From an optimization exercise on the open Yosys and OpenROAD flow, aimed at small area; shortcuts taken in it are not production practice. Only simulation tests tie the RTL to the original design; equivalence was not proved. No activity file was given, so power comes from the tool's default toggle rates.

`flow/config.mk`:
```
export PLATFORM = sky130hd
export DESIGN_NAME = Systolic_Array
export DESIGN_NICKNAME = Systolic_Array
export VERILOG_FILES = /design/flow/design.v
export SDC_FILE = /design/flow/constraint.sdc
export NUM_CORES = 4
export LEC_CHECK = 0
export CAP_MARGIN = 20
export CORE_MARGIN = 2
export CORE_UTILIZATION = 65
export CTS_BUF_LIST = sky130_fd_sc_hd__clkbuf_4
export GPL_TIMING_DRIVEN = 0
export SLEW_MARGIN = 20
```
`flow/design.v`:
```
module SA_FA (input A, B, CIN, output SUM, COUT);
  assign SUM  = A ^ B ^ CIN;
  assign COUT = (A & B) | (A & CIN) | (B & CIN);
endmodule
module SA_HA (input A, B, output SUM, COUT);
  assign SUM  = A ^ B;
  assign COUT = A & B;
endmodule
module SA_NOR2 (input A, B, output Y);
  assign Y = ~(A | B);
endmodule
module SA_NAND2 (input A, B, output Y);
  assign Y = ~(A & B);
endmodule
module SA_AOI21 (input A1, A2, B1, output Y);
  assign Y = ~((A1 & A2) | B1);
endmodule
module SA_OAI21 (input A1, A2, B1, output Y);
  assign Y = ~((A1 | A2) & B1);
endmodule
module SA_XOR2 (input A, B, output X);
  assign X = A ^ B;
endmodule
module SA_XNOR2 (input A, B, output Y);
  assign Y = ~(A ^ B);
endmodule
module SA_NOR2B (input A, B_N, output Y);
  assign Y = ~(A | ~B_N);
endmodule
module SA_INV (input A, output Y);
  assign Y = ~A;
endmodule
module PE (
    input  logic        i_clk, i_rst,
    input  logic [7:0]  i_Left_n, i_Top_n,
    output logic [7:0]  o_right_n, o_down_n,
    output logic [16:0] o_Cell_Value
  );
  wire [7:0] an = i_Left_n;
  wire [7:0] bn = i_Top_n;
  wire [16:0] acc = o_Cell_Value;
  wire pp1;
  SA_NOR2 u2 (.A(an[0]), .B(bn[0]), .Y(pp1));
  wire pp3;
  SA_NOR2 u4 (.A(an[0]), .B(bn[1]), .Y(pp3));
  wire pp5;
  SA_NOR2 u6 (.A(an[0]), .B(bn[2]), .Y(pp5));
  wire pp7;
  SA_NOR2 u8 (.A(an[0]), .B(bn[3]), .Y(pp7));
  wire pp9;
  SA_NOR2 u10 (.A(an[0]), .B(bn[4]), .Y(pp9));
  wire pp11;
  SA_NOR2 u12 (.A(an[0]), .B(bn[5]), .Y(pp11));
  wire pp13;
  SA_NOR2 u14 (.A(an[0]), .B(bn[6]), .Y(pp13));
  wire pp15;
  SA_NOR2 u16 (.A(an[0]), .B(bn[7]), .Y(pp15));
  wire pp17;
  SA_NOR2 u18 (.A(an[1]), .B(bn[0]), .Y(pp17));
  wire pp19;
  SA_NOR2 u20 (.A(an[1]), .B(bn[1]), .Y(pp19));
  wire pp21;
  SA_NOR2 u22 (.A(an[1]), .B(bn[2]), .Y(pp21));
  wire pp23;
  SA_NOR2 u24 (.A(an[1]), .B(bn[3]), .Y(pp23));
  wire pp25;
  SA_NOR2 u26 (.A(an[1]), .B(bn[4]), .Y(pp25));
  wire pp27;
  SA_NOR2 u28 (.A(an[1]), .B(bn[5]), .Y(pp27));
  wire pp29;
  SA_NOR2 u30 (.A(an[1]), .B(bn[6]), .Y(pp29));
  wire pp31;
  SA_NOR2 u32 (.A(an[1]), .B(bn[7]), .Y(pp31));
  wire pp33;
  SA_NOR2 u34 (.A(an[2]), .B(bn[0]), .Y(pp33));
  wire pp35;
  SA_NOR2 u36 (.A(an[2]), .B(bn[1]), .Y(pp35));
  wire pp37;
  SA_NOR2 u38 (.A(an[2]), .B(bn[2]), .Y(pp37));
  wire pp39;
  SA_NOR2 u40 (.A(an[2]), .B(bn[3]), .Y(pp39));
  wire pp41;
  SA_NOR2 u42 (.A(an[2]), .B(bn[4]), .Y(pp41));
  wire pp43;
  SA_NOR2 u44 (.A(an[2]), .B(bn[5]), .Y(pp43));
  wire pp45;
  SA_NOR2 u46 (.A(an[2]), .B(bn[6]), .Y(pp45));
  wire pp47;
  SA_NOR2 u48 (.A(an[2]), .B(bn[7]), .Y(pp47));
  wire pp49;
  SA_NOR2 u50 (.A(an[3]), .B(bn[0]), .Y(pp49));
  wire pp51;
  SA_NOR2 u52 (.A(an[3]), .B(bn[1]), .Y(pp51));
  wire pp53;
  SA_NOR2 u54 (.A(an[3]), .B(bn[2]), .Y(pp53));
  wire pp55;
  SA_NOR2 u56 (.A(an[3]), .B(bn[3]), .Y(pp55));
  wire pp57;
  SA_NOR2 u58 (.A(an[3]), .B(bn[4]), .Y(pp57));
  wire pp59;
  SA_NOR2 u60 (.A(an[3]), .B(bn[5]), .Y(pp59));
  wire pp61;
  SA_NOR2 u62 (.A(an[3]), .B(bn[6]), .Y(pp61));
  wire pp63;
  SA_NOR2 u64 (.A(an[3]), .B(bn[7]), .Y(pp63));
  wire pp65;
  SA_NOR2 u66 (.A(an[4]), .B(bn[0]), .Y(pp65));
  wire pp67;
  SA_NOR2 u68 (.A(an[4]), .B(bn[1]), .Y(pp67));
  wire pp69;
  SA_NOR2 u70 (.A(an[4]), .B(bn[2]), .Y(pp69));
  wire pp71;
  SA_NOR2 u72 (.A(an[4]), .B(bn[3]), .Y(pp71));
  wire pp73;
  SA_NOR2 u74 (.A(an[4]), .B(bn[4]), .Y(pp73));
  wire pp75;
  SA_NOR2 u76 (.A(an[4]), .B(bn[5]), .Y(pp75));
  wire pp77;
  SA_NOR2 u78 (.A(an[4]), .B(bn[6]), .Y(pp77));
  wire pp79;
  SA_NOR2 u80 (.A(an[4]), .B(bn[7]), .Y(pp79));
  wire pp81;
  SA_NOR2 u82 (.A(an[5]), .B(bn[0]), .Y(pp81));
  wire pp83;
  SA_NOR2 u84 (.A(an[5]), .B(bn[1]), .Y(pp83));
  wire pp85;
  SA_NOR2 u86 (.A(an[5]), .B(bn[2]), .Y(pp85));
  wire pp87;
  SA_NOR2 u88 (.A(an[5]), .B(bn[3]), .Y(pp87));
  wire pp89;
  SA_NOR2 u90 (.A(an[5]), .B(bn[4]), .Y(pp89));
  wire pp91;
  SA_NOR2 u92 (.A(an[5]), .B(bn[5]), .Y(pp91));
  wire pp93;
  SA_NOR2 u94 (.A(an[5]), .B(bn[6]), .Y(pp93));
  wire pp95;
  SA_NOR2 u96 (.A(an[5]), .B(bn[7]), .Y(pp95));
  wire pp97;
  SA_NOR2 u98 (.A(an[6]), .B(bn[0]), .Y(pp97));
  wire pp99;
  SA_NOR2 u100 (.A(an[6]), .B(bn[1]), .Y(pp99));
  wire pp101;
  SA_NOR2 u102 (.A(an[6]), .B(bn[2]), .Y(pp101));
  wire pp103;
  SA_NOR2 u104 (.A(an[6]), .B(bn[3]), .Y(pp103));
  wire pp105;
  SA_NOR2 u106 (.A(an[6]), .B(bn[4]), .Y(pp105));
  wire pp107;
  SA_NOR2 u108 (.A(an[6]), .B(bn[5]), .Y(pp107));
  wire pp109;
  SA_NOR2 u110 (.A(an[6]), .B(bn[6]), .Y(pp109));
  wire pp111;
  SA_NOR2 u112 (.A(an[6]), .B(bn[7]), .Y(pp111));
  wire pp113;
  SA_NOR2 u114 (.A(an[7]), .B(bn[0]), .Y(pp113));
  wire pp115;
  SA_NOR2 u116 (.A(an[7]), .B(bn[1]), .Y(pp115));
  wire pp117;
  SA_NOR2 u118 (.A(an[7]), .B(bn[2]), .Y(pp117));
  wire pp119;
  SA_NOR2 u120 (.A(an[7]), .B(bn[3]), .Y(pp119));
  wire pp121;
  SA_NOR2 u122 (.A(an[7]), .B(bn[4]), .Y(pp121));
  wire pp123;
  SA_NOR2 u124 (.A(an[7]), .B(bn[5]), .Y(pp123));
  wire pp125;
  SA_NOR2 u126 (.A(an[7]), .B(bn[6]), .Y(pp125));
  wire pp127;
  SA_NOR2 u128 (.A(an[7]), .B(bn[7]), .Y(pp127));
  wire s129;
  wire c130;
  SA_HA u131 (.A(acc[0]), .B(pp1), .SUM(s129), .COUT(c130));
  wire s132;
  wire c133;
  SA_FA u134 (.A(acc[1]), .B(pp3), .CIN(pp17), .SUM(s132), .COUT(c133));
  wire s135;
  wire c136;
  SA_HA u137 (.A(c130), .B(s132), .SUM(s135), .COUT(c136));
  wire s138;
  wire c139;
  SA_FA u140 (.A(acc[2]), .B(pp5), .CIN(pp19), .SUM(s138), .COUT(c139));
  wire s141;
  wire c142;
  SA_FA u143 (.A(pp33), .B(c133), .CIN(s138), .SUM(s141), .COUT(c142));
  wire s144;
  wire c145;
  SA_HA u146 (.A(c136), .B(s141), .SUM(s144), .COUT(c145));
  wire s147;
  wire c148;
  SA_FA u149 (.A(acc[3]), .B(pp7), .CIN(pp21), .SUM(s147), .COUT(c148));
  wire s150;
  wire c151;
  SA_FA u152 (.A(pp35), .B(pp49), .CIN(c139), .SUM(s150), .COUT(c151));
  wire s153;
  wire c154;
  SA_FA u155 (.A(s147), .B(c142), .CIN(s150), .SUM(s153), .COUT(c154));
  wire s156;
  wire c157;
  SA_HA u158 (.A(c145), .B(s153), .SUM(s156), .COUT(c157));
  wire s159;
  wire c160;
  SA_FA u161 (.A(acc[4]), .B(pp9), .CIN(pp23), .SUM(s159), .COUT(c160));
  wire s162;
  wire c163;
  SA_FA u164 (.A(pp37), .B(pp51), .CIN(pp65), .SUM(s162), .COUT(c163));
  wire s165;
  wire c166;
  SA_FA u167 (.A(c148), .B(s159), .CIN(s162), .SUM(s165), .COUT(c166));
  wire s168;
  wire c169;
  SA_HA u170 (.A(c151), .B(s165), .SUM(s168), .COUT(c169));
  wire s171;
  wire k172;
  wire p173;
  wire g174;
  SA_HA u175 (.A(c154), .B(s168), .SUM(p173), .COUT(g174));
  SA_AOI21 u176 (.A1(p173), .A2(c157), .B1(g174), .Y(k172));
  SA_XOR2 u177 (.A(p173), .B(c157), .X(s171));
  wire s178;
  wire c179;
  SA_FA u180 (.A(acc[5]), .B(pp11), .CIN(pp25), .SUM(s178), .COUT(c179));
  wire s181;
  wire c182;
  SA_FA u183 (.A(pp39), .B(pp53), .CIN(pp67), .SUM(s181), .COUT(c182));
  wire s184;
  wire c185;
  SA_FA u186 (.A(pp81), .B(c160), .CIN(c163), .SUM(s184), .COUT(c185));
  wire s187;
  wire c188;
  SA_FA u189 (.A(s178), .B(s181), .CIN(c166), .SUM(s187), .COUT(c188));
  wire s190;
  wire c191;
  SA_HA u192 (.A(s184), .B(c169), .SUM(s190), .COUT(c191));
  wire s193;
  wire k194;
  wire kl195;
  wire ng196;
  wire p197;
  SA_NOR2 u198 (.A(s187), .B(s190), .Y(kl195));
  SA_NAND2 u199 (.A(s187), .B(s190), .Y(ng196));
  SA_NOR2B u200 (.A(kl195), .B_N(ng196), .Y(p197));
  SA_AOI21 u201 (.A1(ng196), .A2(k172), .B1(kl195), .Y(k194));
  SA_XNOR2 u202 (.A(p197), .B(k172), .Y(s193));
  wire s203;
  wire c204;
  SA_FA u205 (.A(acc[6]), .B(pp13), .CIN(pp27), .SUM(s203), .COUT(c204));
  wire s206;
  wire c207;
  SA_FA u208 (.A(pp41), .B(pp55), .CIN(pp69), .SUM(s206), .COUT(c207));
  wire s209;
  wire c210;
  SA_FA u211 (.A(pp83), .B(pp97), .CIN(c179), .SUM(s209), .COUT(c210));
  wire s212;
  wire c213;
  SA_FA u214 (.A(c182), .B(s203), .CIN(s206), .SUM(s212), .COUT(c213));
  wire s215;
  wire c216;
  SA_FA u217 (.A(c185), .B(s209), .CIN(s212), .SUM(s215), .COUT(c216));
  wire s218;
  wire c219;
  SA_HA u220 (.A(c191), .B(c188), .SUM(s218), .COUT(c219));
  wire s221;
  wire k222;
  wire p223;
  wire g224;
  SA_HA u225 (.A(s215), .B(s218), .SUM(p223), .COUT(g224));
  SA_AOI21 u226 (.A1(p223), .A2(k194), .B1(g224), .Y(k222));
  SA_XOR2 u227 (.A(p223), .B(k194), .X(s221));
  wire s228;
  wire c229;
  SA_FA u230 (.A(acc[7]), .B(pp15), .CIN(pp29), .SUM(s228), .COUT(c229));
  wire s231;
  wire c232;
  SA_FA u233 (.A(pp43), .B(pp57), .CIN(pp71), .SUM(s231), .COUT(c232));
  wire s234;
  wire c235;
  SA_FA u236 (.A(pp85), .B(pp99), .CIN(pp113), .SUM(s234), .COUT(c235));
  wire s237;
  wire c238;
  SA_FA u239 (.A(c204), .B(c207), .CIN(s228), .SUM(s237), .COUT(c238));
  wire s240;
  wire c241;
  SA_FA u242 (.A(s231), .B(s234), .CIN(c210), .SUM(s240), .COUT(c241));
  wire s243;
  wire c244;
  SA_FA u245 (.A(c213), .B(s237), .CIN(s240), .SUM(s243), .COUT(c244));
  wire s246;
  wire c247;
  SA_HA u248 (.A(c216), .B(c219), .SUM(s246), .COUT(c247));
  wire s249;
  wire k250;
  wire kl251;
  wire ng252;
  wire p253;
  SA_NOR2 u254 (.A(s243), .B(s246), .Y(kl251));
  SA_NAND2 u255 (.A(s243), .B(s246), .Y(ng252));
  SA_NOR2B u256 (.A(kl251), .B_N(ng252), .Y(p253));
  SA_AOI21 u257 (.A1(ng252), .A2(k222), .B1(kl251), .Y(k250));
  SA_XNOR2 u258 (.A(p253), .B(k222), .Y(s249));
  wire s259;
  wire c260;
  SA_FA u261 (.A(acc[8]), .B(pp31), .CIN(pp45), .SUM(s259), .COUT(c260));
  wire s262;
  wire c263;
  SA_FA u264 (.A(pp59), .B(pp73), .CIN(pp87), .SUM(s262), .COUT(c263));
  wire s265;
  wire c266;
  SA_FA u267 (.A(pp101), .B(pp115), .CIN(c229), .SUM(s265), .COUT(c266));
  wire s268;
  wire c269;
  SA_FA u270 (.A(c232), .B(c235), .CIN(s259), .SUM(s268), .COUT(c269));
  wire s271;
  wire c272;
  SA_FA u273 (.A(s262), .B(c238), .CIN(s265), .SUM(s271), .COUT(c272));
  wire s274;
  wire c275;
  SA_FA u276 (.A(s268), .B(c241), .CIN(s271), .SUM(s274), .COUT(c275));
  wire s277;
  wire c278;
  SA_HA u279 (.A(c247), .B(c244), .SUM(s277), .COUT(c278));
  wire s280;
  wire k281;
  wire p282;
  wire g283;
  SA_HA u284 (.A(s274), .B(s277), .SUM(p282), .COUT(g283));
  SA_AOI21 u285 (.A1(p282), .A2(k250), .B1(g283), .Y(k281));
  SA_XOR2 u286 (.A(p282), .B(k250), .X(s280));
  wire s287;
  wire c288;
  SA_FA u289 (.A(acc[9]), .B(pp47), .CIN(pp61), .SUM(s287), .COUT(c288));
  wire s290;
  wire c291;
  SA_FA u292 (.A(pp75), .B(pp89), .CIN(pp103), .SUM(s290), .COUT(c291));
  wire s293;
  wire c294;
  SA_FA u295 (.A(pp117), .B(c260), .CIN(c263), .SUM(s293), .COUT(c294));
  wire s296;
  wire c297;
  SA_FA u298 (.A(s287), .B(s290), .CIN(c266), .SUM(s296), .COUT(c297));
  wire s299;
  wire c300;
  SA_FA u301 (.A(c269), .B(s293), .CIN(c272), .SUM(s299), .COUT(c300));
  wire s302;
  wire c303;
  SA_FA u304 (.A(s296), .B(c275), .CIN(s299), .SUM(s302), .COUT(c303));
  wire s305;
  wire k306;
  wire kl307;
  wire ng308;
  wire p309;
  SA_NOR2 u310 (.A(c278), .B(s302), .Y(kl307));
  SA_NAND2 u311 (.A(c278), .B(s302), .Y(ng308));
  SA_NOR2B u312 (.A(kl307), .B_N(ng308), .Y(p309));
  SA_AOI21 u313 (.A1(ng308), .A2(k281), .B1(kl307), .Y(k306));
  SA_XNOR2 u314 (.A(p309), .B(k281), .Y(s305));
  wire s315;
  wire c316;
  SA_FA u317 (.A(acc[10]), .B(pp63), .CIN(pp77), .SUM(s315), .COUT(c316));
  wire s318;
  wire c319;
  SA_FA u320 (.A(pp91), .B(pp105), .CIN(pp119), .SUM(s318), .COUT(c319));
  wire s321;
  wire c322;
  SA_FA u323 (.A(c288), .B(c291), .CIN(s315), .SUM(s321), .COUT(c322));
  wire s324;
  wire c325;
  SA_FA u326 (.A(s318), .B(c294), .CIN(s321), .SUM(s324), .COUT(c325));
  wire s327;
  wire c328;
  SA_FA u329 (.A(c297), .B(s324), .CIN(c300), .SUM(s327), .COUT(c328));
  wire s330;
  wire k331;
  wire p332;
  wire g333;
  SA_HA u334 (.A(c303), .B(s327), .SUM(p332), .COUT(g333));
  SA_AOI21 u335 (.A1(p332), .A2(k306), .B1(g333), .Y(k331));
  SA_XOR2 u336 (.A(p332), .B(k306), .X(s330));
  wire s337;
  wire c338;
  SA_FA u339 (.A(acc[11]), .B(pp79), .CIN(pp93), .SUM(s337), .COUT(c338));
  wire s340;
  wire c341;
  SA_FA u342 (.A(pp107), .B(pp121), .CIN(c316), .SUM(s340), .COUT(c341));
  wire s343;
  wire c344;
  SA_FA u345 (.A(c319), .B(s337), .CIN(c322), .SUM(s343), .COUT(c344));
  wire s346;
  wire c347;
  SA_FA u348 (.A(s340), .B(c325), .CIN(s343), .SUM(s346), .COUT(c347));
  wire s349;
  wire k350;
  wire kl351;
  wire ng352;
  wire p353;
  SA_NOR2 u354 (.A(c328), .B(s346), .Y(kl351));
  SA_NAND2 u355 (.A(c328), .B(s346), .Y(ng352));
  SA_NOR2B u356 (.A(kl351), .B_N(ng352), .Y(p353));
  SA_AOI21 u357 (.A1(ng352), .A2(k331), .B1(kl351), .Y(k350));
  SA_XNOR2 u358 (.A(p353), .B(k331), .Y(s349));
  wire s359;
  wire c360;
  SA_FA u361 (.A(acc[12]), .B(pp95), .CIN(pp109), .SUM(s359), .COUT(c360));
  wire s362;
  wire c363;
  SA_FA u364 (.A(pp123), .B(c338), .CIN(s359), .SUM(s362), .COUT(c363));
  wire s365;
  wire c366;
  SA_FA u367 (.A(c341), .B(s362), .CIN(c344), .SUM(s365), .COUT(c366));
  wire s368;
  wire k369;
  wire p370;
  wire g371;
  SA_HA u372 (.A(c347), .B(s365), .SUM(p370), .COUT(g371));
  SA_AOI21 u373 (.A1(p370), .A2(k350), .B1(g371), .Y(k369));
  SA_XOR2 u374 (.A(p370), .B(k350), .X(s368));
  wire s375;
  wire c376;
  SA_FA u377 (.A(acc[13]), .B(pp111), .CIN(pp125), .SUM(s375), .COUT(c376));
  wire s378;
  wire c379;
  SA_FA u380 (.A(c360), .B(s375), .CIN(c363), .SUM(s378), .COUT(c379));
  wire s381;
  wire k382;
  wire kl383;
  wire ng384;
  wire p385;
  SA_NOR2 u386 (.A(c366), .B(s378), .Y(kl383));
  SA_NAND2 u387 (.A(c366), .B(s378), .Y(ng384));
  SA_NOR2B u388 (.A(kl383), .B_N(ng384), .Y(p385));
  SA_AOI21 u389 (.A1(ng384), .A2(k369), .B1(kl383), .Y(k382));
  SA_XNOR2 u390 (.A(p385), .B(k369), .Y(s381));
  wire s391;
  wire c392;
  SA_FA u393 (.A(acc[14]), .B(pp127), .CIN(c376), .SUM(s391), .COUT(c392));
  wire s394;
  wire k395;
  wire p396;
  wire g397;
  SA_HA u398 (.A(c379), .B(s391), .SUM(p396), .COUT(g397));
  SA_AOI21 u399 (.A1(p396), .A2(k382), .B1(g397), .Y(k395));
  SA_XOR2 u400 (.A(p396), .B(k382), .X(s394));
  wire s401;
  wire k402;
  wire kl403;
  wire ng404;
  wire p405;
  SA_NOR2 u406 (.A(acc[15]), .B(c392), .Y(kl403));
  SA_NAND2 u407 (.A(acc[15]), .B(c392), .Y(ng404));
  SA_NOR2B u408 (.A(kl403), .B_N(ng404), .Y(p405));
  SA_AOI21 u409 (.A1(ng404), .A2(k395), .B1(kl403), .Y(k402));
  SA_XNOR2 u410 (.A(p405), .B(k395), .Y(s401));
  wire s411;
  SA_XOR2 u412 (.A(acc[16]), .B(k402), .X(s411));
  wire [16:0] nxt = {s411, s401, s394, s381, s368, s349, s330, s305, s280, s249, s221, s193, s171, s156, s144, s135, s129};
  always @(posedge i_clk or posedge i_rst)
    if (i_rst) begin
      o_right_n    <= 8'hff;
      o_down_n     <= 8'hff;
      o_Cell_Value <= 17'd0;
    end else begin
      o_right_n    <= i_Left_n;
      o_down_n     <= i_Top_n;
      o_Cell_Value <= nxt;
    end
endmodule
module Systolic_Array #(parameter data_width=8) (
  input  logic                      i_clk     , i_rst,
  input  logic [data_width-1:0]     i_Cell_A1 , i_Cell_A4,i_Cell_A7,
  input  logic [data_width-1:0]     i_Cell_B1 , i_Cell_B2,i_Cell_B3,
  output logic [(data_width*2):0]   o_cell_1  , o_cell_2 , o_cell_3 , o_cell_4 , o_cell_5, o_cell_6 , o_cell_7, o_cell_8, o_cell_9
);
  wire [7:0] A1n, A4n, A7n, B1n, B2n, B3n;
  genvar k;
  for (k = 0; k < 8; k = k + 1) begin : inv
    SA_INV ia1 (.A(i_Cell_A1[k]), .Y(A1n[k]));
    SA_INV ia4 (.A(i_Cell_A4[k]), .Y(A4n[k]));
    SA_INV ia7 (.A(i_Cell_A7[k]), .Y(A7n[k]));
    SA_INV ib1 (.A(i_Cell_B1[k]), .Y(B1n[k]));
    SA_INV ib2 (.A(i_Cell_B2[k]), .Y(B2n[k]));
    SA_INV ib3 (.A(i_Cell_B3[k]), .Y(B3n[k]));
  end
  wire [7:0] A12, A23, A45, A56, A78, A89;
  wire [7:0] B14, B47, B25, B58, B36, B69;
  PE PE1 (i_clk, i_rst, A1n, B1n, A12, B14, o_cell_1);
  PE PE2 (i_clk, i_rst, A12, B2n, A23, B25, o_cell_2);
  PE PE3 (i_clk, i_rst, A23, B3n,    , B36, o_cell_3);
  PE PE4 (i_clk, i_rst, A4n, B14, A45, B47, o_cell_4);
  PE PE5 (i_clk, i_rst, A45, B25, A56, B58, o_cell_5);
  PE PE6 (i_clk, i_rst, A56, B36,    , B69, o_cell_6);
  PE PE7 (i_clk, i_rst, A7n, B47, A78,    , o_cell_7);
  PE PE8 (i_clk, i_rst, A78, B58, A89,    , o_cell_8);
  PE PE9 (i_clk, i_rst, A89, B69,    ,    , o_cell_9);
endmodule
```
`flow/constraint.sdc`:
```
create_clock -name core_clock -period 5.2 [get_ports {i_clk}]
set_input_delay 1.0400 -clock core_clock [delete_from_list [all_inputs] [get_ports {i_clk}]]
set_output_delay 1.0400 -clock core_clock [all_outputs]
set_load 0.01 [all_outputs]
```
`flow/flow/run.sh`:
```
#!/bin/bash
# Layout flow: the standard ORFS flow, with two changes:
#  - synthesis maps the design's SA_* gate modules one-to-one onto library cells
#    (flow/gatemap.tcl, run as ORFS's SYNTH_CANONICALIZE_TCL hook);
#  - ports are buffered with sky130_fd_sc_hd__buf_1.
# Each ORFS step writes its full log under orfs/logs/; make's own output goes to flow_make.log.
set -euo pipefail
W=$(pwd)
bash standard.sh \
  "SYNTH_CANONICALIZE_TCL=$W/flow/gatemap.tcl" \
  "BUFFER_PORTS_ARGS=-buffer_cell sky130_fd_sc_hd__buf_1" \
  finish > "$W/flow_make.log" 2>&1
```
`flow/standard.sh`:
```
#!/bin/bash
# synth_recipe.tcl (not shown) runs the flow's synth.tcl, then flattens the netlist and writes it again
# the make line also repeats each setting of config.mk as NAME=value (left out here)
make -C /OpenROAD-flow-scripts/flow DESIGN_CONFIG=/design/flow/config.mk WORK_HOME=/design/flow/orfs CLKGATE_MAP_FILE= SYNTH_SCRIPT=/design/flow/synth_recipe.tcl "${@:-finish}"
```
`flow/flow/gatemap.tcl`:
```
# Map the design's gate modules (SA_*) one-to-one onto library cells of the same function.
foreach {m c} {
  SA_FA    sky130_fd_sc_hd__fa_1
  SA_HA    sky130_fd_sc_hd__ha_1
  SA_NOR2  sky130_fd_sc_hd__nor2_1
  SA_NAND2 sky130_fd_sc_hd__nand2_1
  SA_AOI21 sky130_fd_sc_hd__a21oi_1
  SA_OAI21 sky130_fd_sc_hd__o21ai_0
  SA_XOR2  sky130_fd_sc_hd__xor2_1
  SA_XNOR2 sky130_fd_sc_hd__xnor2_1
  SA_NOR2B sky130_fd_sc_hd__nor2b_1
  SA_INV   sky130_fd_sc_hd__inv_1
} {
  chtype -map $m $c
  delete $m
}
hierarchy -check -top $::env(DESIGN_NAME)
```
==> impl_results.md, run 1 <==
- Top delay family on crit path: compound AO/OA/AOI/OAI gates
- Worst Path Class, Setup: in2reg
- Post-synth top area share: 0.420
- Fmax achieved: approximately 0.20 GHz
- TritonCTS buffer count: 72
- Routability congestion estimate: between 0.9 and 1
- Crit path DAT: about 5.6 ns
- Vias in the first global route: about 17k
- Starting Density: 0.656
- Slowest Stage Delay on Critical Path: 0.49 ns
- DRC Markers: 0
- Post-DRT Antenna Nets: 0
- Total GRT Usage: 0.305
- CTS tree: yes
- Clk slew on worst S/H paths: about 0.070 ns
- Final Critical Period: between 4 and 5 ns
- Yosys warnings: 2
- Synth Instances: between 1.5k and 2k
- Final setup fails: 0
- Critical path cell sequence: buf_1 -> inv_1 -> nor2_1 -> fa_1 -> fa_1 -> fa_1 -> ha_1 -> a21oi_1 -> a21oi_1 -> a21oi_1 -> a21oi_1 -> a21oi_2 -> a21oi_1 -> a21oi_1 -> a21oi_1 -> a21oi_1 -> a21oi_2 -> a21oi_2 -> a21oi_1 -> xor2_1
- DRT Pass-1 Iters: 5
- Sequential share of the synthesized area: 0.290
- Post-Syn Area: between 20000 and 25000 um2
- Yosys cell types: 11
- Crit path top cell by count: a21oi_1
- Fraction of layout instances using a drive strength above 1: 0.118
- Pwr/cell area: around 740 nW/um2
- Worst path required time: ~5.8 ns
- Top post-synthesis cells by area: fa_1 42%, dfrtp_1 17%, dfstp_2 12%
- Register bit total from synthesis: around 250
- Worst r2r path cells: 18
- Post-DP Area: 23400 um2
- Hold_ws: 0.283 ns
- DR WL/cell: 18.3 um
- Die ar.: 35200 um2
- CTS H-tree depth: 3
- Congestion Overflow GR: 0
- Routed vias/inst: 5.55
- Reg2Reg Setup Slack: 0.33 ns
- Status: no timing/DRC/antenna violations
- Clock Root Buffer: clkbuf_4
- Initial antenna violation count: 2
- Total wire length: approximately 49000 um
- Design Power: approximately 0.018 W
- Finished Cell Area: about 24000 um2
- Core Area: ~33000 um2
- Setup crit start kind: primary input
- Final hold vios: 0
- Slew HR: 0.697
- Reg-to-Reg End: PE7.o_Cell_Value[16]$_DFF_PP0_
- Max FO, Critical Path: 9
- Global-route wire length before repair: 84000 um
- LEAKAGE: between 10 and 15 nW
- Routed vias: about 15k
- Skew-Pair Late Insertion Delay: just under 0.8 ns
- First-iteration detailed-routing DRC count: 710
- Crit-path slowest cell: fa_1
- Largest net degree at the start of global routing: 38
- Max-slew violations: 0
- CTS Sinks: 249
- Max IR drop VDD: between 0.5 and 0.6 mV
- Mapped Nets: ~2.5k
- Area grow syn2layout: 11.7%
- Mean Syn Cell Area: 11.8 um2
- Hpwl dp: about 38000 um
- Fillers: 2446
- Worst clock skew: between 0.04 and 0.05 ns
- Endpoint class of the critical path: register
- Worst slew pin tran: roughly 0.45 ns
- Hold Crit Class: in2async
- Worst Path Buf+Inv: 2
- Die Width: approximately 190 um
- Ports: between 200 and 250
- Maxcap violations: 0
- Final period utilization: 0.947
- Cell accounting for the most synthesized area: fa_1
- Buffers on Ports: slightly above 200
- R2r startpoint: PE4.o_down_n[2]$_DFF_PP1_
- Post-layout nets: around 2.8k
- Die height: around 190 um
- Row Count: 67
- Worst-case clock buffer depth: 3
## registers in the layout (all words and copies together) (netlist names), 17 cells and up
| name | count |
|---|---|
| PE9.o_Cell_Value | 17 |
| PE4.o_Cell_Value | 17 |
| PE3.o_Cell_Value | 17 |
| PE1.o_Cell_Value | 17 |
| PE2.o_Cell_Value | 17 |
| PE5.o_Cell_Value | 17 |
| PE8.o_Cell_Value | 17 |
| PE6.o_Cell_Value | 17 |
| PE7.o_Cell_Value | 17 |
## per-layer routing
metal | share of wire | track usage | up-vias
met1 | 0.40 | 0.410 | 7656
met2 | 0.50 | 0.493 | 475
met4 | 0.038 | 0.123 | 0
met5 | 0 | 0 | -
met3 | 0.062 | 0.0647 | 120
li1 | - | - | 6448
## cell families after synthesis
group / Yosys count / synth area share
simple gates: 738 / 0.133
fa+ha+maj: 594 / 0.497
buf+inv: 49 / 0.00840
compound gates: 108 / 0.0247
flops: 249 / 0.290
xor+xnor: 117 / 0.0468
## metrics by stage
stage,utilization,setup WS [ns],std cells,setup TNS (ns)
global placement,0.696,-0.653,2505,-97.10
floorplan,-,0.137,1855,0
CTS,0.729,0.00781,2643,0
finish,0.733,0.275,2648,0
detailed placement,0.700,-0.622,2513,-5.36
global route,0.733,-0.00845,2648,-0.0137
## layout make-up
type                       count  area [um2]  share of cell area
clock buffer                 111         833              0.0341
clock inverter                19         126             0.00517
tap                          448         561              0.0229
antenna                        3        7.51            0.000307
sequential                   249        6350               0.260
timing repair buffer         212         933              0.0382
multi-input combinational   1557       15400               0.632
inverter                      49         191             0.00783
## layout by cell type (no fill, tap or decap)
cell type and n:
buf_12 8, nand2_1 54, nor2_1 630, nor2b_1 54, fa_1 459, dfstp_2 96
bufinv_16 2, diode_2 3, clkinv_1 14, inv_2 10, clkbuf_4 111, clkinv_2 2
xnor2_1 54, ha_1 135, dfrtp_1 153, a21oi_1 81, clkinvlp_4 2, buf_1 202
inv_1 38, xor2_1 63, a21oi_2 27, buf_4 2
## timing repair
action / in CTS / in global routing
setup buffers: 0 / 2
hold buffers: 0 / 0
resized for setup: 0 / 37
setup endpoints to repair: 0 / 13
hold endpoints to repair: 0 / 0
## how the worst max path moves through the flow
stage                                endpoint                  startpoint  slack [ns]  cells after the start
2_1_floorplan  PE1.o_Cell_Value[16]$_DFF_PP0_                i_Cell_A1[2]        0.14                     19
3_3_place_gp    PE8.o_Cell_Value[8]$_DFF_PP0_                       i_rst       -0.65                      2
3_5_place_dp   PE4.o_Cell_Value[16]$_DFF_PP0_                i_Cell_A4[0]       -0.62                     20
4_1_cts        PE9.o_Cell_Value[16]$_DFF_PP0_  PE8.o_right_n[0]$_DFF_PP1_       0.008                     18
5_1_grt        PE4.o_Cell_Value[16]$_DFF_PP0_   PE1.o_down_n[1]$_DFF_PP1_      -0.008                     18
6_report       PE4.o_Cell_Value[16]$_DFF_PP0_                i_Cell_A4[0]        0.28                     20
## where the power goes
part	internal [W]	switching [W]	leakage, nW	total (W)
registers	0.00298	0.000701	2.79	0.00368
logic	0.00567	0.00679	7.78	0.0125
clock network	0.00107	0.000906	0.573	0.00198
## synth_stat cells
master and n:
a21oi_1 108, dfrtp_1 153, dfstp_2 96, fa_1 459
ha_1 135, inv_1 49, nand2_1 54, nor2_1 630
nor2b_1 54, xnor2_1 54, xor2_1 63
==> run 2: changes to the inputs <==
--- a/flow/config.mk
+++ b/flow/config.mk
@@ -10,4 +10,3 @@
 export CORE_UTILIZATION = 65
-export CTS_BUF_LIST = sky130_fd_sc_hd__clkbuf_4
-export GPL_TIMING_DRIVEN = 0
+export CTS_BUF_LIST = sky130_fd_sc_hd__clkbuf_2 sky130_fd_sc_hd__clkbuf_4 sky130_fd_sc_hd__clkbuf_8
 export SLEW_MARGIN = 20
==> run 2 against run 1 <==
Effect of this change:
- clock skew is 0.015 ns lower
- power increased by 6.8%
- register-to-register slack is essentially flat
- global-route usage is 0.25 points higher
- wire length up 1.3%
- largest power group unchanged
==> impl_results.md, run 2 <==
- Final WS setup: 0.321 ns
- Die Width: 187 um
- Crit path DAT: about 5.3 ns
- Routability congestion estimate: approximately 0.94
- Synth Instances: between 1.5k and 2k
- R2r startpoint: PE4.o_right_n[0]$_DFF_PP1_
- Finished Core Util: 0.760
- Core Area: between 30000 and 40000 um2
- LEAKAGE: about 12 nW
- Register bit total from synthesis: between 200 and 250
- Cell accounting for the most synthesized area: fa_1
- Buffers on Ports: 202
- First-iteration detailed-routing DRC count: 802
- Hpwl dp: between 30000 and 40000 um
- Row Count: 67
- HP Start: PE7.o_right_n[2]$_DFF_PP1_
- Die ar.: roughly 35000 um2
- Max FO, Critical Path: 9
- Hold Buf Count CTS: 0
- Fillers: approximately 2.3k
- Mean Syn Cell Area: around 12 um2
- Top post-synthesis cells by area: fa_1 42%, dfrtp_1 17%, dfstp_2 12%
- Worst-case clock buffer depth: 3
- Ports: 203
- Total wire length: 49200 um
- Pwr/cell area: ~760 nW/um2
- Skew-Pair Late Insertion Delay: 0.60 ns
- DRT Pass-1 Iters: 6
- Endpoint class of the critical path: register
- Final period utilization: 0.938
- Most common library cell in the layout ignoring fill and taps: nor2_1
- Final setup fails: 0
- Status: no timing/DRC/antenna violations
- Starting Density: 0.656
- CTS tree: yes
- Most frequent cells in the layout: 630 x nor2_1, 459 x fa_1, 202 x buf_1
- Post-layout nets: 2880
- Worst path required time: 5.66 ns
- Post-Place Worst Slack: -0.250 ns
- Reg2Reg Setup Slack: 0.32 ns
- Fraction of layout instances using a drive strength above 1: 0.144
- Initial antenna violation count: 0
- Yosys warnings: 2
- Worst clock skew: ~0.027 ns
- Hold Crit Class: reg2reg
- Design Power: 0.0193 W
- Clk slew on worst S/H paths: ~0.06 ns
- Post-DRT Antenna Nets: 0
- CTS H-tree depth: 2
- Fmax achieved: between 0.2 and 0.25 GHz
- Worst slew pin tran: 0.894 ns
- Yosys cell types: 11
- Max IR drop VDD: between 0.6 and 0.7 mV
- Hold_ws: roughly 0.42 ns
- Maxcap violations: 0
- Post-synth EDFFs: 0
- FFs w/ async S/R, synth: 1.00
- Congestion Overflow GR: 0
- Worst Path Class, Setup: reg2reg
- Routed vias/inst: 5.49
- Dominant synthesized flop cell: dfrtp_1
- Worst hold stages: 0
- DR WL/cell: approximately 18 um
- CP startpoint: PE4.o_right_n[0]$_DFF_PP1_
- Post-Syn Area: about 22000 um2
- Routed vias: 14.9k
- Sequential share of the synthesized area: 0.290
- RSZ-0062 raised after global routing: no
- Mapped Nets: between 2k and 2.5k
- Area grow syn2layout: 15.8%
- Setup crit start kind: register
- Global-route wire length before repair: between 80000 and 90000 um
- Max-slew violations: 0
- Slew HR: 0.404
- Post-synth top area share: 0.420
- TritonCTS buffer count: 46
- Total GRT Usage: 0.307
- CTS Sinks: ~250
- Final Critical Period: just under 5 ns
- Most common cell in the netlist: nor2_1
- Most frequent cells after synthesis: 630 x nor2_1, 459 x fa_1, 153 x dfrtp_1, 135 x ha_1, 108 x a21oi_1
- Worst r2r path cells: 18
- Setup bufs post-CTS: 0
- Hold EP: PE8.o_right_n[2]$_DFF_PP1_
- DRC Markers: 0
- Clock Root Buffer: clkbuf_8
- Vias in the first global route: approximately 17k
- Die height: around 190 um
- Largest net degree at the start of global routing: 166
- Final hold vios: 0
- Ant diodes: 0
- Reg-to-Reg End: PE5.o_Cell_Value[16]$_DFF_PP0_
-- run 2: cell counts after synthesis --
Identical to the previous run, type by type.
-- run 2: cells by family after synthesis --
group	synth area share
AND/OR/NAND/NOR	0.133
adder cells (fa/ha/maj)	0.497
flip-flops	0.290
XOR/XNOR	0.0468
AO/OA/AOI/OAI	0.0247
buffers and inverters	0.00840
-- run 2: worst max-delay path by stage --
stage               slack, ns  cells after the start                              to
finish                   0.32                     18  PE5.o_Cell_Value[16]$_DFF_PP0_
CTS                      0.04                     18  PE9.o_Cell_Value[16]$_DFF_PP0_
global placement        -0.14                     20  PE4.o_Cell_Value[16]$_DFF_PP0_
floorplan                0.14                     19  PE1.o_Cell_Value[16]$_DFF_PP0_
detailed placement      -0.25                     20  PE4.o_Cell_Value[16]$_DFF_PP0_
global route             0.03                     18  PE5.o_Cell_Value[16]$_DFF_PP0_
-- run 2: cell type report --
type / instances / area (um2) / share of cell area
Inverter: 49 / 188 / 0.00741
Tap cell: 448 / 561 / 0.0221
Clock inverter: 20 / 258 / 0.0102
Clock buffer: 65 / 826 / 0.0326
Multi-Input combinational cell: 1557 / 15400 / 0.608
Sequential cell: 249 / 6350 / 0.251
Timing Repair Buffer: 333 / 1750 / 0.0692
-- run 2: routing by layer --
metal  vias up  routed length [um]  global-route usage
met2       530               24800               0.512
met5         -                   0                   0
met4         0                1410              0.0990
met3       106                3550              0.0645
met1      7704               19500               0.411
li1       6598                   -                   -
-- run 2: timing repair --
action	in CTS	in global routing
resized for setup	0	15
setup endpoints to repair	0	7
endpoints found under the hold margin	0	0
-- run 2: critical path, cell delays in order (launching register included) --
cell     delay [ns]
dfstp_2        0.64
nor2_1         0.10
fa_1           0.44
fa_1           0.44
fa_1           0.41
ha_1           0.33
a21oi_1        0.22
a21oi_1        0.14
a21oi_1        0.27
a21oi_1        0.15
a21oi_1        0.23
a21oi_1        0.13
a21oi_1        0.27
a21oi_1        0.17
a21oi_2        0.20
a21oi_1        0.12
a21oi_1        0.22
a21oi_1        0.11
xor2_1         0.14
-- run 2: metrics by stage --
stage                     cells  TNS [ns]  instance area [um2]
after global placement     2636    -0.571                24200
final                      2721         0                25300
after floorplan            1855         0                21900
after CTS                  2721         0                25300
after detailed placement   2636     -1.20                24200
after global routing       2721         0                25300
-- run 2: report_power, final --
group	switching, W	internal [W]	leakage [nW]
logic	0.00700	0.00641	8.34
registers	0.000728	0.00298	2.79
clock network	0.000890	0.00133	0.567
total	0.00862	0.0107	11.7
==> run 3: changes to the inputs <==
--- a/flow/config.mk
+++ b/flow/config.mk
@@ -9,4 +9,3 @@
 export CORE_MARGIN = 2
-export CORE_UTILIZATION = 65
-export CTS_BUF_LIST = sky130_fd_sc_hd__clkbuf_2 sky130_fd_sc_hd__clkbuf_4 sky130_fd_sc_hd__clkbuf_8
+export CORE_UTILIZATION = 55
 export SLEW_MARGIN = 20
==> run 3 against run 2 <==
Effect of this change:
- non-clock buffer count is 16 higher
- maximum frequency is 0.72% higher
- clock skew is 0.0041 ns lower
- worst hold slack worse by 0.015 ns
- combinational power hardly changed
- sequential cell count stayed put
- wire length is 3.4% higher
- final area is 1.0% higher
- largest cell class unchanged
- cell count is 2.4% higher
- via count is 0.90% lower
==> impl_results.md, run 3 <==
- Status: no timing/DRC/antenna violations
- Cell accounting for the most synthesized area: fa_1
- Register bit total from synthesis: approximately 250
- Psw: 0.00862 W
- Worst clock skew: approximately 0.022 ns
- HP Start: PE2.o_down_n[2]$_DFF_PP1_
- Hpwl dp: a little over 40000 um
- Final Critical Period: 4.84 ns
- Routed vias: between 10k and 15k
- Endpoint class of the critical path: register
- Mean Syn Cell Area: ~12 um2
- Initial antenna violation count: 0
- Clock Root Buffer: clkbuf_16
- Vias in the first global route: between 15k and 20k
- Final period utilization: 0.931
- Post-layout nets: ~2.9k
- Routed vias/inst: 5.32
- Slew HR: 0.529
- Fmax achieved: between 0.2 and 0.25 GHz
- Most frequent cells in the layout: 630 x nor2_1, 459 x fa_1, 202 x buf_1
- Placed insts: 2729
- Ant diodes: 0
- Skew-Pair Late Insertion Delay: around 0.58 ns
- Worst Path Class, Setup: reg2reg
- RSZ-0062 raised after global routing: no
- DRT Pass-1 Iters: 5
- Worst slew pin tran: 0.707 ns
- Multi-input logic area: around 15000 um2
- CTS H-tree depth: 1
- Sequential Power Share: 0.188
- Worst-case clock buffer depth: 3
- Fillers: approximately 3.2k
- Buffers on Ports: between 200 and 250
- Most common library cell in the layout ignoring fill and taps: nor2_1
- Post-Place Worst Slack: -0.185 ns
- Pwr/cell area: approximately 770 nW/um2
- Sequential share of the synthesized area: 0.290
- FFs w/ async S/R, synth: 1.00
- Sequential standard cell area: roughly 6400 um2
- Final setup fails: 0
- Most common cell in the netlist: nor2_1
- Comb pwr share: 0.692
- Reg-to-Reg End: PE5.o_Cell_Value[16]$_DFF_PP0_
- TritonCTS buffer count: 30
- Worst hold stages: 0
- Max-slew violations: 0
- Hold Crit Class: reg2reg
- Total GRT Usage: 0.266
- Crit path DAT: approximately 5.3 ns
- Final WS setup: between 0.3 and 0.4 ns
- Post-Layout Cell Count: 2785
- Worst r2r path cells: 18
- DRC Markers: 0
- Final hold vios: 0
- CTS Sinks: approximately 250
- Worst path required time: about 5.7 ns
- Max FO, Critical Path: 9
- Largest net degree at the start of global routing: roughly 130
- Cell-internal power: 0.0111 W
- LEAKAGE: approximately 12 nW
- Global-route wire length before repair: approximately 86000 um
- Starting Density: 0.555
- Post-synth top area share: 0.420
- Post-synth EDFFs: 0
- Die ar.: about 41000 um2
- Maxcap violations: 0
- CP startpoint: PE4.o_right_n[0]$_DFF_PP1_
- Synth Instances: 1855
- Ports: 203
- Area grow syn2layout: 17.0%
- Fraction of layout instances using a drive strength above 1: 0.136
- R2r startpoint: PE4.o_right_n[0]$_DFF_PP1_
- Die Width: roughly 200 um
- Yosys warnings: 2
- Post-Syn Area: about 22000 um2
- Setup crit start kind: register
- Row Count: 73
- DR WL/cell: 18.3 um
- Yosys cell types: 11
- Post-DRT Antenna Nets: 0
- Max IR drop VDD: between 0.6 and 0.7 mV
- Mapped Nets: 2499
- Setup bufs post-CTS: 0
- Top post-synthesis cells by area: fa_1 42%, dfrtp_1 17%, dfstp_2 12%
- Routability congestion estimate: 0.910
- Reg2Reg Setup Slack: 0.36 ns
- Clock power frac: 0.120
- Hold EP: PE5.o_down_n[2]$_DFF_PP1_
- Congestion Overflow GR: 0
- Most frequent cells after synthesis: 630 x nor2_1, 459 x fa_1, 153 x dfrtp_1, 135 x ha_1, 108 x a21oi_1
- Core Area: 39500 um2
- First-iteration detailed-routing DRC count: between 600 and 700
- Finished Core Util: 0.649
- Die height: about 200 um
- Dominant synthesized flop cell: dfrtp_1
- Sw Share: 0.436
- Total wire length: slightly above 50000 um
- Hold Buf Count CTS: 0
- Clk slew on worst S/H paths: roughly 0.060 ns
- CTS tree: yes
-- run 3: cell count changes in the layout (fill, tap and decap cells not counted), moves of 2 or more --
cell and delta:
clkbuf_8 -52, clkbuf_16 +31, buf_4 +15, clkbuf_4 -11, clkinv_2 -11, clkbuf_1 +4
clkinvlp_4 +4, a21oi_1 +3, a21oi_2 -3, clkinv_4 +3, inv_6 +2
-- run 3: logic make-up (layout without fill, tap and decap cells) --
logic type               after synthesis  count (layout)  share of synthesized area
adder cells (fa/ha/maj)              594             594                      0.497
AO/OA/AOI/OAI                        108             108                     0.0247
flip-flops                           249             249                      0.290
buffers and inverters                 49             454                    0.00840
XOR/XNOR                             117             117                     0.0468
AND/OR/NAND/NOR                      738             738                      0.133
-- run 3: worst max path at each step --
stage | depth (start not counted) | endpoint | slack (ns)
final | 18 | PE5.o_Cell_Value[16]$_DFF_PP0_ | 0.36
after global routing | 18 | PE8.o_Cell_Value[16]$_DFF_PP0_ | 0.01
after CTS | 18 | PE5.o_Cell_Value[16]$_DFF_PP0_ | 0.16
after detailed placement | 20 | PE4.o_Cell_Value[16]$_DFF_PP0_ | -0.19
after global placement | 20 | PE4.o_Cell_Value[16]$_DFF_PP0_ | -0.09
after floorplan | 19 | PE1.o_Cell_Value[16]$_DFF_PP0_ | 0.14
-- run 3: timing repair --
| action | CTS | global route |
|---|---|---|
| gates resized for setup | 0 | 12 |
| endpoints found under the setup margin | 0 | 5 |
| hold endpoints to repair | 0 | 0 |
-- run 3: worst max-delay path: stages, from the launching register on --
cell,delay [ns]
dfstp_2,0.65
nor2_1,0.10
fa_1,0.47
fa_1,0.42
fa_1,0.42
ha_1,0.33
a21oi_1,0.23
a21oi_1,0.16
a21oi_2,0.23
a21oi_2,0.11
a21oi_2,0.20
a21oi_1,0.13
a21oi_1,0.25
a21oi_1,0.14
a21oi_1,0.24
a21oi_1,0.14
a21oi_1,0.23
a21oi_1,0.11
xor2_1,0.15
-- run 3: area by class of cell --
cell class	instances	area share
clock inverter	19	0.0120
clock buffer	37	0.0320
inverter	49	0.00733
multi-input combinational	1557	0.601
tap	525	0.0257
sequential	249	0.248
timing repair buffer	349	0.0737
-- run 3: power by group through the flow --
| stage | sequential [W] | clock (W) | combinational [W] |
|---|---|---|---|
| 2_1_floorplan | 0.00385 | 0 | 0.00910 |
| 3_3_place_gp | 0.00375 | 0 | 0.0131 |
| 3_5_place_dp | 0.00375 | 0 | 0.0135 |
| 4_1_cts | 0.00374 | 0.00244 | 0.0137 |
| 5_1_grt | 0.00384 | 0.00252 | 0.0156 |
| 6_report | 0.00371 | 0.00238 | 0.0137 |
-- run 3: routing by layer --
metal,global-route usage,wire length [um],up-vias,part of all wire
met5,0,0,-,0
met4,0.0733,1250,0,0.025
met3,0.0404,3140,92,0.062
met2,0.447,25600,461,0.50
met1,0.364,20900,7656,0.41
li1,-,-,6594,-
-- run 3: through the flow --
step                total power (W)  setup TNS (ns)  hold slack [ns]  instance area (um2)
floorplan                    0.0129               0            0.396                21900
global placement             0.0169          -0.222            0.413                24400
detailed placement           0.0172           -1.07            0.410                24400
CTS                          0.0199               0            0.405                25600
global route                 0.0219               0            0.417                25600
finish                       0.0198               0            0.403                25600
==> run 4: changes to the inputs <==
==> flow/flow/run.sh (replaced) <==
#!/bin/bash
# Layout flow: the standard ORFS flow, with these changes:
#  - synthesis maps the design's SA_* gate modules one-to-one onto library cells
#    (flow/gatemap.tcl, run as ORFS's SYNTH_CANONICALIZE_TCL hook);
#  - ports are buffered with sky130_fd_sc_hd__buf_1;
#  - clock tree: clkbuf_8 buffers, larger sink clusters, no dummy loads.
# Each ORFS step writes its full log under orfs/logs/; make's own output goes to flow_make.log.
set -euo pipefail
W=$(pwd)
bash standard.sh \
  "SYNTH_CANONICALIZE_TCL=$W/flow/gatemap.tcl" \
  "BUFFER_PORTS_ARGS=-buffer_cell sky130_fd_sc_hd__buf_1" \
  "CTS_ARGS=-sink_clustering_enable -repair_clock_nets -buf_list sky130_fd_sc_hd__clkbuf_8 -sink_clustering_size 15 -sink_clustering_max_diameter 60 -dont_use_dummy_load" \
  finish > "$W/flow_make.log" 2>&1
--- a/flow/config.mk
+++ b/flow/config.mk
@@ -9,3 +9,4 @@
 export CORE_MARGIN = 2
-export CORE_UTILIZATION = 55
+export CORE_UTILIZATION = 70
+export GPL_TIMING_DRIVEN = 0
 export SLEW_MARGIN = 20
==> run 4 against run 3 <==
Effect of this change:
- critical path depth stayed put
- synthesized cell count is the same
- cell count shrank 11%
- largest power group unchanged
- setup slack worse by 0.063 ns
- via count fell by 2.0%
- clock skew grew 0.025 ns
- still clean on timing, DRC and antenna
- first-iteration DRC count up 42%
- clock power is 51% lower
==> impl_results.md, run 4 <==
- Total wire length: around 48000 um
- Hold_ws: 0.402 ns
- Pwr/cell area: between 700 and 800 nW/um2
- Max IR drop VDD: about 0.52 mV
- Ant diodes: 0
- Final setup fails: 0
- Placed insts: 2461
- Routed vias: roughly 15k
- Hold Buf Count CTS: 0
- Mean Syn Cell Area: roughly 12 um2
- Routability congestion estimate: 0.888
- Initial antenna violation count: 0
- TritonCTS buffer count: 29
- Post-Place Worst Slack: -0.622 ns
- Row Count: between 60 and 70
- Status: no timing/DRC/antenna violations
- Register bit total from synthesis: around 250
- Final Critical Period: 4.91 ns
- Most frequent cells in the layout: 630 x nor2_1, 459 x fa_1, 202 x buf_1
- Clock Root Buffer: clkbuf_8
- Post-layout nets: about 2.7k
- Total GRT Usage: 0.313
- Routed vias/inst: 5.82
- Die height: ~180 um
- Congestion Overflow GR: 0
- Slew HR: 0.721
- Top post-synthesis cells by area: fa_1 42%, dfrtp_1 17%, dfstp_2 12%
- Final WS setup: 0.293 ns
- CTS Sinks: around 250
- Area grow syn2layout: 8.99%
- Fraction of layout instances using a drive strength above 1: 0.0949
- Endpoint class of the critical path: register
- Worst slew pin tran: 0.418 ns
- Worst path required time: approximately 5.7 ns
- Final period utilization: 0.944
- Sequential Power Share: 0.210
- Worst clock skew: roughly 0.047 ns
- Dominant synthesized flop cell: dfrtp_1
- CTS tree: yes
- CTS H-tree depth: 1
- Post-Syn Area: approximately 22000 um2
- LEAKAGE: approximately 11 nW
- Max-slew violations: 0
- First-iteration detailed-routing DRC count: about 900
- Yosys cell types: 11
- Worst r2r path cells: 18
- DR WL/cell: 19.1 um
- Global-route wire length before repair: between 80000 and 90000 um
- Max FO, Critical Path: 8
- R2r startpoint: PE6.o_down_n[2]$_DFF_PP1_
- Fmax achieved: between 0.2 and 0.25 GHz
- Most frequent cells after synthesis: 630 x nor2_1, 459 x fa_1, 153 x dfrtp_1, 135 x ha_1, 108 x a21oi_1
- Comb pwr share: 0.723
- CP startpoint: PE6.o_down_n[2]$_DFF_PP1_
- Final hold vios: 0
- Post-Layout Cell Count: 2492
- Mapped Nets: between 2k and 2.5k
- Clock power frac: 0.067
- Post-synth EDFFs: 0
- Hold Crit Class: reg2reg
- Synth Instances: 1855
- Cell accounting for the most synthesized area: fa_1
- Maxcap violations: 0
- Reg-to-Reg End: PE9.o_Cell_Value[16]$_DFF_PP0_
- Post-synth top area share: 0.420
- Worst-case clock buffer depth: 3
- Largest net degree at the start of global routing: 36
- Fillers: roughly 2.0k
- Vias in the first global route: between 15k and 20k
- Post-DP Area: roughly 23000 um2
- Reg2Reg Setup Slack: around 0.29 ns
- Die Width: between 150 and 200 um
- Worst Path Class, Setup: reg2reg
- Most common library cell in the layout ignoring fill and taps: nor2_1
- Crit path DAT: approximately 5.4 ns
- Critical Path End: PE9.o_Cell_Value[16]$_DFF_PP0_
- DRC Markers: 0
- DRT Pass-1 Iters: 5
- Clk slew on worst S/H paths: ~0.09 ns
- Ports: approximately 200
- Post-DRT Antenna Nets: 0
- Finished Cell Area: 23900 um2
- Die ar.: around 33000 um2
- FFs w/ async S/R, synth: 1.00
- Starting Density: 0.714
- Yosys warnings: 2
- Psw: 0.00830 W
- Setup crit start kind: register
- Hpwl dp: approximately 38000 um
- Core Area: approximately 30000 um2
- Buffers on Ports: 202
- Most common cell in the netlist: nor2_1
- Skew-Pair Late Insertion Delay: slightly above 0.6 ns
- Sw Share: 0.474
- Sequential share of the synthesized area: 0.290
- Cell-internal power: a little over 0.009 W
==> run 4: cell counts after synthesis <==
Identical to the previous run, type by type.
==> run 4: kinds of logic after synthesis <==
group / after synthesis / synth area share
simple gates: 738 / 0.133
compound gates: 108 / 0.0247
flops: 249 / 0.290
xor+xnor: 117 / 0.0468
buf+inv: 49 / 0.00840
fa+ha+maj: 594 / 0.497
==> run 4: per-stage QoR <==
step | utilization | TNS [ns] | total power (W)
finish | 0.778 | 0 | 0.0175
global route | 0.778 | -0.0184 | 0.0195
CTS | 0.773 | 0 | 0.0172
detailed placement | 0.760 | -5.45 | 0.0158
global placement | 0.755 | -83.73 | 0.0152
floorplan | - | 0 | 0.0129
==> run 4: timing repair <==
action | in CTS | in global routing
gates resized for setup | 0 | 63
setup buffers | 0 | 2
setup endpoints to repair | 0 | 16
==> run 4: critical path, cell delays in order (launching register included) <==
cell and delay, ns:
dfstp_2 0.64, nor2_1 0.09, fa_1 0.48, fa_1 0.42
fa_1 0.42, ha_1 0.36, a21oi_2 0.23, a21oi_1 0.13
a21oi_1 0.25, a21oi_1 0.14, a21oi_1 0.23, a21oi_1 0.14
a21oi_2 0.27, a21oi_2 0.11, a21oi_2 0.19, a21oi_1 0.12
a21oi_1 0.25, a21oi_1 0.13, xor2_1 0.16
==> run 4: routing by layer <==
layer | vias up | GRT usage | share of wire
li1 | 6282 | - | -
met1 | 7545 | 0.425 | 0.39
met2 | 565 | 0.527 | 0.51
met3 | 117 | 0.0536 | 0.067
met4 | 0 | 0.0958 | 0.031
met5 | - | 0 | 0
==> run 4: worst min-delay path by stage <==
stage | start | to | slack, ns | cells past startpoint
global route | PE4.o_right_n[3]$_DFF_PP1_ | PE5.o_right_n[3]$_DFF_PP1_ | 0.39 | 0
CTS | i_rst | PE3.o_Cell_Value[6]$_DFF_PP0_ | 0.37 | 2
global placement | PE3.o_down_n[0]$_DFF_PP1_ | PE6.o_down_n[0]$_DFF_PP1_ | 0.42 | 0
floorplan | PE1.o_down_n[0]$_DFF_PP1_ | PE4.o_down_n[0]$_DFF_PP1_ | 0.40 | 0
finish | PE4.o_right_n[3]$_DFF_PP1_ | PE5.o_right_n[3]$_DFF_PP1_ | 0.40 | 0
detailed placement | PE3.o_down_n[0]$_DFF_PP1_ | PE6.o_down_n[0]$_DFF_PP1_ | 0.42 | 0
==> run 4: area by class of cell <==
type	instances	area, um2	share of cell area
timing repair buffer	212	941	0.0395
multi-input combinational	1557	15500	0.649
inverter	49	191	0.00803
tap	396	495	0.0208
sequential	249	6350	0.266
clock buffer	29	399	0.0167
==> run 4: power by group through the flow <==
stage	combinational [W]	clock, W	sequential [W]
after global routing	0.0144	0.00127	0.00380
after CTS	0.0123	0.00121	0.00369
final	0.0126	0.00117	0.00368
after global placement	0.0115	0	0.00369
after floorplan	0.00910	0	0.00385
after detailed placement	0.0121	0	0.00371
==> run 5: changes to the inputs <==
==> flow/flow/run.sh (replaced) <==
#!/bin/bash
# Layout flow: the standard ORFS flow, with these changes:
#  - synthesis maps the design's SA_* gate modules one-to-one onto library cells
#    (flow/gatemap.tcl, run as ORFS's SYNTH_CANONICALIZE_TCL hook);
#  - ports are buffered with sky130_fd_sc_hd__buf_1;
#  - clock tree: clkbuf_4 buffers, larger sink clusters, no dummy loads.
# Each ORFS step writes its full log under orfs/logs/; make's own output goes to flow_make.log.
set -euo pipefail
W=$(pwd)
bash standard.sh \
  "SYNTH_CANONICALIZE_TCL=$W/flow/gatemap.tcl" \
  "BUFFER_PORTS_ARGS=-buffer_cell sky130_fd_sc_hd__buf_1" \
  "CTS_ARGS=-sink_clustering_enable -repair_clock_nets -buf_list sky130_fd_sc_hd__clkbuf_4 -sink_clustering_size 10 -sink_clustering_max_diameter 50 -dont_use_dummy_load" \
  finish > "$W/flow_make.log" 2>&1
==> run 5 against run 4 <==
Effect of this change:
- global-route usage grew 0.18 points
- final area shrank 0.26%
- clock skew grew 0.017 ns
- largest cell class unchanged
==> impl_results.md, run 5 <==
- Congestion Overflow GR: 0
- Max IR drop VDD: 0.518 mV
- Top delay family on crit path: adder cells
- Slowest Stage Delay on Critical Path: around 0.57 ns
- Post-layout nets: between 2k and 3k
- Critical path cell sequence: buf_1 -> inv_2 -> nor2_1 -> fa_1 -> fa_1 -> ha_1 -> ha_1 -> ha_1 -> ha_1 -> ha_1 -> ha_1 -> a21oi_1 -> a21oi_1 -> a21oi_1 -> a21oi_1 -> a21oi_1 -> a21oi_1 -> a21oi_1 -> a21oi_1 -> xor2_1
- LEAKAGE: around 11 nW
- Ports: between 200 and 250
- Synth Instances: 1855
- Clk slew on worst S/H paths: 0.09 ns
- Worst Path Buf+Inv: 2
- Most frequent cells in the layout: 630 x nor2_1, 459 x fa_1, 202 x buf_1
- Largest net degree at the start of global routing: 36
- Core Area: about 30000 um2
- Setup crit start kind: primary input
- Routed vias: ~15k
- Design Power: approximately 0.017 W
- Final Critical Period: ~5 ns
- Endpoint class of the critical path: register
- Yosys warnings: 2
- Slew HR: 0.712
- Most common library cell in the layout ignoring fill and taps: nor2_1
- Pwr/cell area: around 730 nW/um2
- Final period utilization: 0.953
- Initial antenna violation count: 1
- CTS Sinks: around 250
- Buffers on Ports: between 200 and 250
- Finished Cell Area: ~24000 um2
- Cell accounting for the most synthesized area: fa_1
- Hold_ws: 0.365 ns
- Starting Density: 0.714
- First-iteration detailed-routing DRC count: 895
- Crit-path slowest cell: fa_1
- Global-route wire length before repair: between 80000 and 90000 um
- Total GRT Usage: 0.315
- Die height: about 180 um
- Post-DRT Antenna Nets: 0
- DRT Pass-1 Iters: 6
- Hold Buf Count CTS: 0
- Routability congestion estimate: 0.888
- Die ar.: roughly 33000 um2
- Routed vias/inst: just under 6
- Clock Root Buffer: clkbuf_4
- Fmax achieved: ~0.20 GHz
- Mean Syn Cell Area: about 12 um2
- Mapped Nets: about 2.5k
- RSZ-0062 raised after global routing: no
- Vias in the first global route: 16.7k
- Fillers: ~2.1k
- Skew-Pair Late Insertion Delay: a little under 0.7 ns
- DR WL/cell: ~19 um
- Worst Path Class, Setup: in2reg
- Worst path required time: 5.73 ns
- Maxcap violations: 0
- Fraction of layout instances using a drive strength above 1: 0.0965
- Finished Core Util: 0.776
- Register bit total from synthesis: 249
- Worst-case clock buffer depth: 3
- FFs w/ async S/R, synth: 1.00
- Hold Crit Class: in2async
- Total wire length: ~48000 um
- Crit path top cell by count: a21oi_1
- Worst slew pin tran: roughly 0.43 ns
- Die Width: about 180 um
- Yosys cell types: 11
- Sequential share of the synthesized area: 0.290
- Max-slew violations: 0
- Post-Place Worst Slack: -0.622 ns
- Final WS setup: 0.246 ns
- Most common cell in the netlist: nor2_1
- Area grow syn2layout: 8.70%
- CTS H-tree depth: 2
- Post-DP Area: approximately 23000 um2
- Crit path DAT: ~5.5 ns
- Post-Syn Area: approximately 22000 um2
- Final setup fails: 0
- Final hold vios: 0
- Post-synth top area share: 0.420
- Max FO, Critical Path: 9
- Dominant synthesized flop cell: dfrtp_1
- Status: no timing/DRC/antenna violations
- Top post-synthesis cells by area: fa_1 42%, dfrtp_1 17%, dfstp_2 12%
- DRC Markers: 0
- Worst clock skew: ~0.065 ns
- Post-synth EDFFs: 0
- Hpwl dp: between 30000 and 40000 um
- Most frequent cells after synthesis: 630 x nor2_1, 459 x fa_1, 153 x dfrtp_1, 135 x ha_1, 108 x a21oi_1
- TritonCTS buffer count: 38
- CTS tree: yes
- Row Count: 64
==> run 5: cell types whose count changed in the layout (fill, tap and decap cells not counted), sizes merged <==
cell	change
buf	+10
diode	+1
clkbuf	+9
==> run 5: cell type report <==
type | instances | area (um2) | area share
multi-input cells | 1557 | 15400 | 0.649
flip-flops and latches | 249 | 6350 | 0.267
repair buffers | 222 | 1020 | 0.0427
well taps | 396 | 495 | 0.0208
clock buffers | 38 | 285 | 0.0120
inverters | 49 | 191 | 0.00805
diodes | 1 | 2.50 | 0.000105
==> run 5: stage by stage <==
step / setup TNS, ns / instances
final: 0 / 2512
after global routing: 0 / 2512
after CTS: 0 / 2499
after detailed placement: -5.45 / 2461
after global placement: -83.73 / 2453
after floorplan: 0 / 1855
==> run 5: worst paths after layout <==
| path | startpoint | end | slack [ns] | depth (start not counted) |
|---|---|---|---|---|
| hold reg to reg | PE3.o_down_n[0]$_DFF_PP1_ | PE6.o_down_n[0]$_DFF_PP1_ | 0.41 | 0 |
| hold / removal | i_rst | PE3.o_Cell_Value[8]$_DFF_PP0_ | 0.37 | 2 |
| setup / recovery | i_Cell_B1[2] | PE1.o_Cell_Value[16]$_DFF_PP0_ | 0.25 | 20 |
| max in group asynchronous | i_rst | PE7.o_right_n[6]$_DFF_PP1_ | 3.61 | 6 |
| setup reg to reg | PE2.o_down_n[2]$_DFF_PP1_ | PE5.o_Cell_Value[16]$_DFF_PP0_ | 0.32 | 18 |
| min in group core_clock | PE3.o_down_n[0]$_DFF_PP1_ | PE6.o_down_n[0]$_DFF_PP1_ | 0.41 | 0 |
==> run 5: where the power goes <==
group	internal (W)	leakage, nW	switching, W
clock	0.000336	0.175	0.000669
sequential	0.00297	2.79	0.000704
combinational	0.00570	7.82	0.00688
==> run 5: per-layer routing <==
| metal | share of wire | vias to the layer above | wire length, um | GRT usage |
|---|---|---|---|---|
| met5 | 0 | - | 0 | 0 |
| li1 | - | 6336 | - | - |
| met3 | 0.065 | 112 | 3100 | 0.0570 |
| met4 | 0.030 | 0 | 1440 | 0.0984 |
| met1 | 0.39 | 7589 | 18800 | 0.422 |
| met2 | 0.51 | 543 | 24600 | 0.532 |
==> run 5: cells by family (layout without fill, tap and decap cells) <==
family	after synthesis	in the layout	share of synthesized area
AO/OA/AOI/OAI	108	108	0.0247
other	0	1	0
XOR/XNOR	117	117	0.0468
buffers and inverters	49	309	0.00840
AND/OR/NAND/NOR	738	738	0.133
adder cells (fa/ha/maj)	594	594	0.497
flip-flops	249	249	0.290
==> run 5: repair_timing <==
item,CTS,global route
gates resized for setup,0,49
buffers inserted,0,12
setup endpoints to repair,0,14

[afterwards: timing with drivers on the ports]
The results above use ideal ports. As a check the final layouts listed here were re-extracted and re-timed, cells and wires unchanged.
Step 1 sets driving cells, clkbuf_16 on the clock port and buf_2 on the other inputs (assumed; they add their load-dependent delay and slew).
Step 2 also shifts input and output timing later by t, the mid clock arrival at the registers, as if the neighbouring blocks saw the same clock.
Three values: no drivers, after step 1, after step 2; two values: the first two.
run	t, ns	slack for setup (ns)	hold slack, ns	clock arrival spread, ns	worst slew at a driven data input, ns
run 1	0.802	0.275 / 0.308 / -0.494	0.283 / 0.251 / 0.418	0.052 / 0.052	0.03
run 2	0.637	0.321 / 0.321 / -0.252	0.418 / 0.418 / 0.418	0.036 / 0.036	0.03
run 3	0.629	0.356 / 0.356 / -0.235	0.403 / 0.403 / 0.403	0.024 / 0.024	0.04
run 4	0.641	0.293 / 0.293 / -0.302	0.402 / 0.376 / 0.402	0.049 / 0.049	0.04
run 5	0.702	0.246 / 0.276 / -0.426	0.365 / 0.336 / 0.410	0.066 / 0.067	0.04
Met with ideal ports but missed after step 2: setup timing in every run listed. The setup slack of run 1, which loses most, moves by +0.033 ns with the drivers and by -0.769 ns with both steps.
